This design comes from an exercise in tuning for small area on the open sky130 flow, not from production work. The RTL of this run was laid out without a check of its function. Power is estimated from default activity; no workload was simulated.

### flow/constraint.sdc
create_clock -name core_clock -period 20.0 [get_ports {CLK}]
set_input_delay 4.0000 -clock core_clock [delete_from_list [all_inputs] [get_ports {CLK}]]
set_output_delay 4.0000 -clock core_clock [all_outputs]
set_load 0.01 [all_outputs]
### flow/config.mk
export PLATFORM = sky130hd
export DESIGN_NAME = APP
export DESIGN_NICKNAME = APP
export VERILOG_FILES = /design/flow/design.v
export SDC_FILE = /design/flow/constraint.sdc
export NUM_CORES = 4
export LEC_CHECK = 0
export CAP_MARGIN = 20
export CORE_MARGIN = 2
export CORE_UTILIZATION = 40
export CTS_BUF_LIST = sky130_fd_sc_hd__clkbuf_8
export SLEW_MARGIN = 20
### flow/run.sh
#!/bin/bash
# synth_recipe.tcl (not shown) runs the flow's synth.tcl, then flattens the netlist and writes it again
# the make line also repeats each setting of config.mk as NAME=value (left out here)
make -C /OpenROAD-flow-scripts/flow DESIGN_CONFIG=/design/flow/config.mk WORK_HOME=/design/flow/orfs CLKGATE_MAP_FILE= SYNTH_SCRIPT=/design/flow/synth_recipe.tcl finish
### flow/design.v
`timescale 1ns / 1ps
module DOWN_CNT (
  input CLK,
  input CLR,
  input CE,
  output TICK,
  output STICK,
  output NBLINK,
  output [2:0] SL
);
  reg [3:0] rc;
  reg [9:0] ms;
  reg nb;
  wire [4:0] rcc;
  wire [10:0] msc;
  assign rcc[0] = CE;
  assign msc[0] = rcc[4];
  genvar i;
  generate
    for (i = 0; i < 4; i = i + 1) begin : g_rc
      assign rcc[i+1] = rcc[i] & rc[i];
    end
    for (i = 0; i < 10; i = i + 1) begin : g_ms
      assign msc[i+1] = msc[i] & ms[i];
    end
  endgenerate
  assign TICK = rcc[4];
  assign STICK = msc[10];
  assign NBLINK = nb;
  assign SL = ms[2:0];
  always @(posedge CLK or posedge CLR) begin
    if (CLR) begin
      rc <= 4'd6;
      ms <= 10'd24;
      nb <= 1'b0;
    end
    else begin
      rc <= (rc ^ rcc[3:0]) | {1'b0, TICK, TICK, 1'b0};
      ms <= (ms ^ msc[9:0]) | {5'b0, STICK, STICK, 3'b0};
      nb <= nb ^ STICK;
    end
  end
endmodule
`timescale 1ns / 1ps
module SWITCH_DEBOUNCER (
  input CLK,
  input CLR,
  input CE,
  input NCE,   
  input S_IN,
  output KEY_UP
);
  localparam [10:0] S3 = 11'd7;        
  localparam [10:0] SLAST = 11'd766;   
  localparam [10:0] SWRAP = 11'd1136;  
  reg [10:0] v;
  wire inc = CE & S_IN;
  wire last = (v == SLAST);
  wire [10:0] nxt = last ? SWRAP : {v[9:0], ~(v[10] ^ v[8])};
  assign KEY_UP = CE & ((v == S3) | last);
  always @(posedge CLK or posedge CLR) begin
    if (CLR)
      v <= 11'd0;
    else
      v <= ({11{inc}} & nxt) | ({11{NCE}} & v);
  end
endmodule
`timescale 1ns / 1ps
module DEC_TO_BCD #(
  parameter W = 4,
  parameter MAXV = 9
) (
  input [W-1:0] D,
  input EN,
  input DN,
  output [W-1:0] N,
  output CO
);
  wire at_end = DN ? (D == 0) : (D == MAXV);
  assign CO = EN & at_end;
  assign N = !EN ? D : at_end ? (DN ? MAXV[W-1:0] : {W{1'b0}}) : (DN ? D - 1'b1 : D + 1'b1);
endmodule
`timescale 1ns / 1ps
module RING_CNT (
  input CLK,
  input CLR,
  input CE,
  input S_IN,
  output KEY_UP
);
  reg [2:0] r;
  assign KEY_UP = CE & r[1] & r[0];
  always @(posedge CLK or posedge CLR) begin
    if (CLR)
      r <= 3'd0;
    else if (CE) begin
      if (!S_IN)
        r <= 3'd0;
      else if (!r[2])
        r <= r + 3'd1;
    end
  end
endmodule
`timescale 1ns / 1ps
module HEX_TO_7SEG (
  input [3:0] IN,
  input DP,
  output reg [7:0] Q
);
  always @(*) begin
    case (IN)
      4'h0: Q = {DP, 7'b1000000};
      4'h1: Q = {DP, 7'b1111001};
      4'h2: Q = {DP, 7'b0100100};
      4'h3: Q = {DP, 7'b0110000};
      4'h4: Q = {DP, 7'b0011001};
      4'h5: Q = {DP, 7'b0010010};
      4'h6: Q = {DP, 7'b0000010};
      4'h7: Q = {DP, 7'b1111000};
      4'h8: Q = {DP, 7'b0000000};
      4'h9: Q = {DP, 7'b0010000};
      4'hA: Q = {DP, 7'b0001000};
      4'hB: Q = {DP, 7'b0000011};
      4'hC: Q = {DP, 7'b1000110};
      4'hD: Q = {DP, 7'b0100001};
      4'hE: Q = {DP, 7'b0000110};
      default: Q = {DP, 7'b0001110};
    endcase
  end
endmodule
`timescale 1ns / 1ps
module DISP_7SEG_DRV (
  input CLK,
  input CLR,
  input CE,
  input TICK,
  input [2:0] SL,
  input DPN,
  input [3:0] SU,
  input [2:0] ST,
  input [3:0] M0,
  input [3:0] M1,
  input [3:0] M2,
  output [7:0] E,
  output [7:0] Q
);
  reg started;
  always @(posedge CLK or posedge CLR) begin
    if (CLR)
      started <= 1'b0;
    else if (TICK)
      started <= 1'b1;
  end
  assign E = ~{1'b0, CE & (SL == 3'd7), CE & (SL == 3'd6), CE & (SL == 3'd5),
               2'b00, CE & (SL == 3'd2), CE & (SL == 3'd1)};
  reg [3:0] dd;
  reg ddp;
  always @(posedge CLK) begin
    case (SL)
      3'd1: dd <= SU;
      3'd2: dd <= {1'b0, ST};
      3'd5: dd <= M0;
      3'd6: dd <= M1;
      3'd7: dd <= M2;
      3'd0: dd <= started ? 4'h0 : 4'hF;
      default: dd <= 4'h0;
    endcase
    ddp <= (started | (|SL)) & DPN;
  end
  HEX_TO_7SEG hex_to_7seg (.IN(dd), .DP(ddp), .Q(Q));
endmodule
`timescale 1ns / 1ps
module CNTDOWN_TIMER (
  input CLK,
  input CLR,
  input TICK,
  input STICK,
  input K_RUN,
  input K_MP,
  input K_MM,
  input K_SP,
  input K_SM,
  output reg [3:0] SU,
  output reg [2:0] ST,
  output reg [3:0] M0,
  output reg [3:0] M1,
  output reg [3:0] M2,
  output reg RUNNING
);
  reg ps, pm, pd;
  wire e_su = TICK & ps;
  wire e_st, e_m0a, e_m1, e_m2, e_x;
  wire [3:0] su_n, m0_n, m1_n, m2_n;
  wire [2:0] st_n;
  DEC_TO_BCD #(.W(4), .MAXV(9)) d_su (.D(SU), .EN(e_su), .DN(pd), .N(su_n), .CO(e_st));
  DEC_TO_BCD #(.W(3), .MAXV(5)) d_st (.D(ST), .EN(e_st), .DN(pd), .N(st_n), .CO(e_m0a));
  DEC_TO_BCD #(.W(4), .MAXV(9)) d_m0 (.D(M0), .EN(e_m0a | (TICK & pm)), .DN(pd), .N(m0_n), .CO(e_m1));
  DEC_TO_BCD #(.W(4), .MAXV(9)) d_m1 (.D(M1), .EN(e_m1), .DN(pd), .N(m1_n), .CO(e_m2));
  DEC_TO_BCD #(.W(4), .MAXV(9)) d_m2 (.D(M2), .EN(e_m2), .DN(pd), .N(m2_n), .CO(e_x));
  wire zero = ~|{su_n, st_n, m0_n, m1_n, m2_n};
  always @(posedge CLK or posedge CLR) begin
    if (CLR) begin
      SU <= 4'd0;
      ST <= 3'd0;
      M0 <= 4'd0;
      M1 <= 4'd0;
      M2 <= 4'd0;
      ps <= 1'b0;
      pm <= 1'b0;
      pd <= 1'b0;
      RUNNING <= 1'b0;
    end
    else begin
      SU <= su_n;
      ST <= st_n;
      M0 <= m0_n;
      M1 <= m1_n;
      M2 <= m2_n;
      if (TICK) begin
        if (RUNNING) begin
          ps <= STICK & ~zero;
          pm <= 1'b0;
          pd <= 1'b1;
          RUNNING <= ~(STICK & zero) & ~K_RUN;
        end
        else begin
          ps <= K_SM | K_SP;
          pm <= ~K_SM & ~K_SP & (K_MM | K_MP);
          pd <= K_SM | (~K_SP & K_MM);
          RUNNING <= K_RUN;
        end
      end
    end
  end
endmodule
`timescale 1ns / 1ps
module APP(
  input CLK,
  input CLR,
  input CE,
  input BTN_START,
  input BTN_MIN_P,
  input BTN_MIN_M,
  input BTN_SEC_P,
  input BTN_SEC_M,
  output [7:0] E,
  output [7:0] Q
);
  wire tick, stick, nb;
  wire [2:0] sl;
  wire k_run, k_mp, k_mm, k_sp, k_sm;
  wire [3:0] su, m0, m1, m2;
  wire [2:0] st;
  wire running;
  DOWN_CNT time_base (.CLK(CLK), .CLR(CLR), .CE(CE), .TICK(tick), .STICK(stick), .NBLINK(nb), .SL(sl));
  RING_CNT db_run (.CLK(CLK), .CLR(CLR), .CE(tick), .S_IN(BTN_START), .KEY_UP(k_run));
  SWITCH_DEBOUNCER db_mp (.CLK(CLK), .CLR(CLR), .CE(tick), .NCE(~tick), .S_IN(BTN_MIN_P), .KEY_UP(k_mp));
  SWITCH_DEBOUNCER db_mm (.CLK(CLK), .CLR(CLR), .CE(tick), .NCE(~tick), .S_IN(BTN_MIN_M), .KEY_UP(k_mm));
  SWITCH_DEBOUNCER db_sp (.CLK(CLK), .CLR(CLR), .CE(tick), .NCE(~tick), .S_IN(BTN_SEC_P), .KEY_UP(k_sp));
  SWITCH_DEBOUNCER db_sm (.CLK(CLK), .CLR(CLR), .CE(tick), .NCE(~tick), .S_IN(BTN_SEC_M), .KEY_UP(k_sm));
  CNTDOWN_TIMER timer (
    .CLK(CLK), .CLR(CLR), .TICK(tick), .STICK(stick),
    .K_RUN(k_run), .K_MP(k_mp), .K_MM(k_mm), .K_SP(k_sp), .K_SM(k_sm),
    .SU(su), .ST(st), .M0(m0), .M1(m1), .M2(m2), .RUNNING(running)
  );
  DISP_7SEG_DRV disp (
    .CLK(CLK), .CLR(CLR), .CE(CE), .TICK(tick), .SL(sl), .DPN(running | nb),
    .SU(su), .ST(st), .M0(m0), .M1(m1), .M2(m2), .E(E), .Q(Q)
  );
endmodule
==> out/qor_table.md <==
| Group | Quantity | Value |
|:---|:---|:---|
| critical path | Source of the critical timing path | CE |
| routing | Count of antenna-violating nets left after detailed routing | 0 |
| place | Dpl hpwl | 7200 um |
| die | Effective utilization at floorplan | 41.1% |
| cts | Clock tree from TritonCTS | yes |
| cts | Number of hold buffers added after CTS | 0 |
| critical path | RR Startpoint | time_base.rc[1]$_DFF_PP1_ |
| power and ir drop | Power density over the cells | 119 nW/um2 |
| critical path | Sequence of cells on the critical path | clkdlybuf4s50_1, nor2b_1, nand3_1, clkdlybuf4s50_1 |
| place | Placed Instances | 718 |
| routing | Total number of vias | 3984 |
| routing | Detail-routed net length per standard cell | 14.3 um |
| global routing | Number of antenna violations at the first check in global routing | 0 |
| sta | Number of max-slew violations in the final report | 0 |
| critical path | Critical Path AT | 5.33 ns |
| logic synthesis | Number of enable flip-flop cells after synthesis | 0 |
| die | Number of placement rows | 41 |
| global routing | Number of global-route vias before repair | 3937 |
| cts | H-tree level count | 3 |
| logic synthesis | Main flop type after synthesis | sky130_fd_sc_hd__dfrtp_1 |
| critical path | Crit-path most repeated cell | sky130_fd_sc_hd__clkdlybuf4s50_1 |
| routing | Number of remaining DRC errors | 0 |
| sta | Worst-margin pin slew | 0.866 ns |
| hold path | Start point of the worst hold path | time_base.rc[0]$_DFF_PP0_ |
| routing | Iter 0 DRT Violations | 252 |
| layout | NumNets Final | 593 |
| logic synthesis | Number of standard cells after synthesis | 556 |
| layout | Antenna Diode Count | 0 |
| critical path | Type of element capturing the critical path | output port |
| sta | Endpoints failing hold | 0 |
| sta | Min cycle time layout | 9.33 ns |
| cts | Setup Buffers After CTS | 0 |
| routing | Drt total wl | 10500 um |
| critical path | Critical-path maximum fanout | 5 |
| flow run | Reported max-cap violation count | 0 |
| sta | Largest clock skew in the final design | 0.0134 ns |
| cts | Clk Latency, worst-skew pair | 0.38 ns |
| critical path | Type of element launching the critical path | primary input |
| power and ir drop | Final Total Pwr | 0.673 mW |
| cts | Root buffer selected by CTS | sky130_fd_sc_hd__clkbuf_8 |
| power and ir drop | Leak pwr | 2.51 nW |
| hold path | Class of the worst hold path | register to register |
| critical path | Startpoint-to-endpoint class of the critical path | primary input to output port |
| sta | Fmax | 0.107 GHz |
| global routing | Largest net degree at the start of global routing | 73 |
| cts | Clock slew seen by the registers of the worst setup and hold paths | 0.09 ns |
| die | Die ar. | 13900 um2 |
| sta | Relative slew margins | 42.3% |
| logic synthesis | Mapped Avg Cell Area | 9.33 um2 |
| layout | Count of filler cells inserted in the layout | 1234 |
| global routing | Global Route Usage Sum | 16.0% |
| routing | Average via count per standard cell | 5.43 |
| logic synthesis | Number of synthesis warnings | 6 |
| cts | Number of resized instances in the post-cts repair step | 0 |
| die | Overall die width | 118 um |
| logic synthesis | Yosys cell types | 65 |
| global routing | Global-route wire length before repair | 18400 um |
| logic synthesis | #FFs+latches synth | 91 |
| logic synthesis | Async SR Flop Fraction | 94.5% |
| cts | Largest buffer count on any clock path | 2 |
| logic synthesis | Part of the Yosys area used for sequential elements | 43.5% |
| critical path | Cell with the largest stage delay on the worst path | sky130_fd_sc_hd__clkdlybuf4s50_1 |
| sta | Final hold slack | 0.473 ns |
| layout | Number of standard cells in the final layout excluding fillers | 734 |
| die | Area of the core | 12600 um2 |
| place | Port-buffer cells | 20 |
| layout | Area growth from synthesis to layout | 8.71% |
| sta | Number of setup violations in the final report | 0 |
| outcome | Status | finished clean |
| logic synthesis | Total standard cell area after synthesis | 5190 um2 |
| sta | RSZ-0062 raised after global routing | no |
| layout | Ratio of cells with drive above 1 in the final layout | 6.76% |
| global routing | Grt total ovfl | 0 |
| cts | Total clock buffers created by CTS | 9 |
| power and ir drop | Maximum vdd drop | 57.7 uV |
| sta | Final critical-path share of the clock period | 46.7% |
| cts | TritonCTS Sinks | 91 |
| critical path | Worst stage delay on the critical path | 0.55 ns |
| routing | DRT Pass-1 Iters | 4 |
| die | Y dimension of the die | 118 um |
| place | Routability Congestion | 0.805 |
| critical path | Data required time at the worst endpoint | 16.00 ns |
| sta | Fin Setup TNS | 0 ns |
| die | Number of top-level pins | 24 |
[placed cells by master (no fill, tap or decap), types with 6 or more instances in the layout]
cell / n
sky130_fd_sc_hd__nand2b_1: 9
sky130_fd_sc_hd__o21ai_1: 6
sky130_fd_sc_hd__a21o_1: 8
sky130_fd_sc_hd__dfrtp_1: 82
sky130_fd_sc_hd__or2_2: 7
sky130_fd_sc_hd__a22o_1: 20
sky130_fd_sc_hd__nor2_1: 29
sky130_fd_sc_hd__nand4_1: 13
sky130_fd_sc_hd__nor4_1: 6
sky130_fd_sc_hd__xnor2_1: 12
sky130_fd_sc_hd__ha_1: 22
sky130_fd_sc_hd__mux2i_1: 8
sky130_fd_sc_hd__o31ai_1: 7
sky130_fd_sc_hd__o21ai_0: 43
sky130_fd_sc_hd__a21oi_1: 32
sky130_fd_sc_hd__nor3_1: 10
sky130_fd_sc_hd__clkdlybuf4s50_1: 20
sky130_fd_sc_hd__nand2_1: 38
sky130_fd_sc_hd__inv_1: 41
sky130_fd_sc_hd__clkbuf_8: 10
sky130_fd_sc_hd__nand3_1: 40
[sequential cells by signal, indices dropped and copies added (netlist names), 3 cells and up]
signal,count
db_mm.v,11
db_mp.v,11
db_run.r,3
db_sm.v,11
db_sp.v,11
disp.dd,4
time_base.ms,10
time_base.rc,4
timer.M0,4
timer.M1,4
timer.M2,4
timer.ST,3
timer.SU,4
[per-layer routing]
metal / up-vias / track usage (%) / share of wire (%)
li1: 1986 / - / -
met1: 1915 / 21.6 / 49
met2: 71 / 25.6 / 46
met3: 12 / 2.42 / 3.5
met4: 0 / 6.85 / 1.7
met5: - / 0 / 0
[kinds of logic (layout without fill, tap and decap cells)]
| kind of cell | after synthesis | after routing | share of synthesized area (%) |
|---|---|---|---|
| flip-flops | 91 | 91 | 43.5 |
| multiplexers | 10 | 10 | 1.98 |
| XOR/XNOR | 16 | 16 | 2.70 |
| adder cells (fa/ha/maj) | 28 | 28 | 7.48 |
| AO/OA/AOI/OAI | 152 | 152 | 19.7 |
| AND/OR/NAND/NOR | 181 | 181 | 18.2 |
| other | 1 | 3 | 0.0723 |
| buffers and inverters | 77 | 81 | 6.44 |
[metrics by stage]
step	util [%]	cell area, um2	setup slack, ns
2_1_floorplan	-	5190	11.73
3_3_place_gp	43.3	5460	10.67
3_5_place_dp	43.3	5460	10.67
4_1_cts	44.7	5640	10.67
5_1_grt	44.7	5640	10.58
6_report	44.7	5640	10.67
[cell usage after synthesis, types with 3 or more instances]
| cell | instances | area (um2) |
|---|---|---|
| sky130_fd_sc_hd__buf_4 | 5 | 37.5 |
| sky130_fd_sc_hd__inv_1 | 41 | 154 |
| sky130_fd_sc_hd__nor3b_1 | 3 | 22.5 |
| sky130_fd_sc_hd__and2_1 | 3 | 18.8 |
| sky130_fd_sc_hd__ha_1 | 23 | 288 |
| sky130_fd_sc_hd__nand2_1 | 38 | 143 |
| sky130_fd_sc_hd__o211a_1 | 5 | 50.1 |
| sky130_fd_sc_hd__nand2b_1 | 9 | 56.3 |
| sky130_fd_sc_hd__nor2b_1 | 4 | 25.0 |
| sky130_fd_sc_hd__a211oi_1 | 4 | 30.0 |
| sky130_fd_sc_hd__nand3b_1 | 4 | 30.0 |
| sky130_fd_sc_hd__buf_1 | 3 | 11.3 |
| sky130_fd_sc_hd__clkbuf_1 | 21 | 78.8 |
| sky130_fd_sc_hd__a22o_1 | 20 | 175 |
| sky130_fd_sc_hd__a31oi_1 | 3 | 18.8 |
| sky130_fd_sc_hd__a21o_1 | 8 | 60.1 |
| sky130_fd_sc_hd__buf_6 | 3 | 33.8 |
| sky130_fd_sc_hd__or4_1 | 3 | 22.5 |
| sky130_fd_sc_hd__nor3_1 | 10 | 50.1 |
| sky130_fd_sc_hd__and3b_1 | 3 | 26.3 |
| sky130_fd_sc_hd__a21oi_1 | 32 | 160 |
| sky130_fd_sc_hd__buf_2 | 3 | 15.0 |
| sky130_fd_sc_hd__o22ai_1 | 4 | 25.0 |
| sky130_fd_sc_hd__nand4_1 | 13 | 81.3 |
| sky130_fd_sc_hd__nor2_1 | 29 | 109 |
| sky130_fd_sc_hd__dfrtp_1 | 82 | 2050 |
| sky130_fd_sc_hd__mux2i_1 | 8 | 80.1 |
| sky130_fd_sc_hd__xnor2_1 | 12 | 105 |
| sky130_fd_sc_hd__dfxtp_1 | 5 | 100 |
| sky130_fd_sc_hd__dfstp_2 | 4 | 105 |
| sky130_fd_sc_hd__o21ai_0 | 43 | 215 |
| sky130_fd_sc_hd__o31ai_1 | 7 | 52.6 |
| sky130_fd_sc_hd__fa_1 | 5 | 100 |
| sky130_fd_sc_hd__nand3_1 | 40 | 200 |
| sky130_fd_sc_hd__o21ai_1 | 6 | 30.0 |
| sky130_fd_sc_hd__nor4_1 | 6 | 37.5 |
| sky130_fd_sc_hd__or2_2 | 7 | 43.8 |
| sky130_fd_sc_hd__xor2_1 | 4 | 35.0 |
[area by class of cell]
cell class	count	area [um2]	area share, %
clock buffer	10	138	2.44
multi-input combinational	390	2610	46.2
clock inverter	6	41.3	0.732
timing repair buffer	23	223	3.95
inverter	42	159	2.82
sequential	91	2260	40.0
tap	172	215	3.82
[power by group]
part	total [mW]	internal (mW)	switching [mW]
Sequential	0.306	0.242	0.0642
Clock	0.115	0.0487	0.0665
Combinational	0.252	0.121	0.130
Total	0.673	0.412	0.261
[critical path: cells and delay by family]
family	cells	cell delay, ns
buf+inv	2	1.05
simple gates	2	0.28
[worst paths after layout]
kind                            slack (ns)                   endpoint  depth (start not counted)
worst max-delay path                 10.67                       E[5]                          4
worst min-delay path                  0.47  time_base.rc[0]$_DFF_PP0_                          1
worst max register to register       15.81  timer.RUNNING$_DFFE_PP0N_                         12
worst min register to register        0.47  time_base.rc[0]$_DFF_PP0_                          1
max in group asynchronous            14.95      timer.M0[0]$_DFF_PP0_                          3
min in group asynchronous             3.87       db_mp.v[5]$_DFF_PP0_                          2

static timing again, ports no longer ideal:
How much do the figures lean on ideal ports? The routed layout below was timed once more, with nothing changed but the port constraints.
Step 1, drivers: a clkbuf_16 drives CLK and a buf_2 each remaining input, both assumed.
Step 2 also shifts input and output timing later by t, the mid clock arrival at the registers, as if the neighbouring blocks saw the same clock.
a / b / c = ideal ports / drivers / drivers and shift; a / b = the first two.
t (ns): 0.403
setup WS [ns]: 10.670 / 10.642 / 10.642
worst hold slack (ns): 0.473 / 0.473 / 0.473
worst setup path after step 2: input to output
worst data-port slew with drivers (ns): 0.03
After both steps setup and hold are still met in this run. The setup slack of this run moves by -0.028 ns with the drivers and by -0.028 ns with both steps.
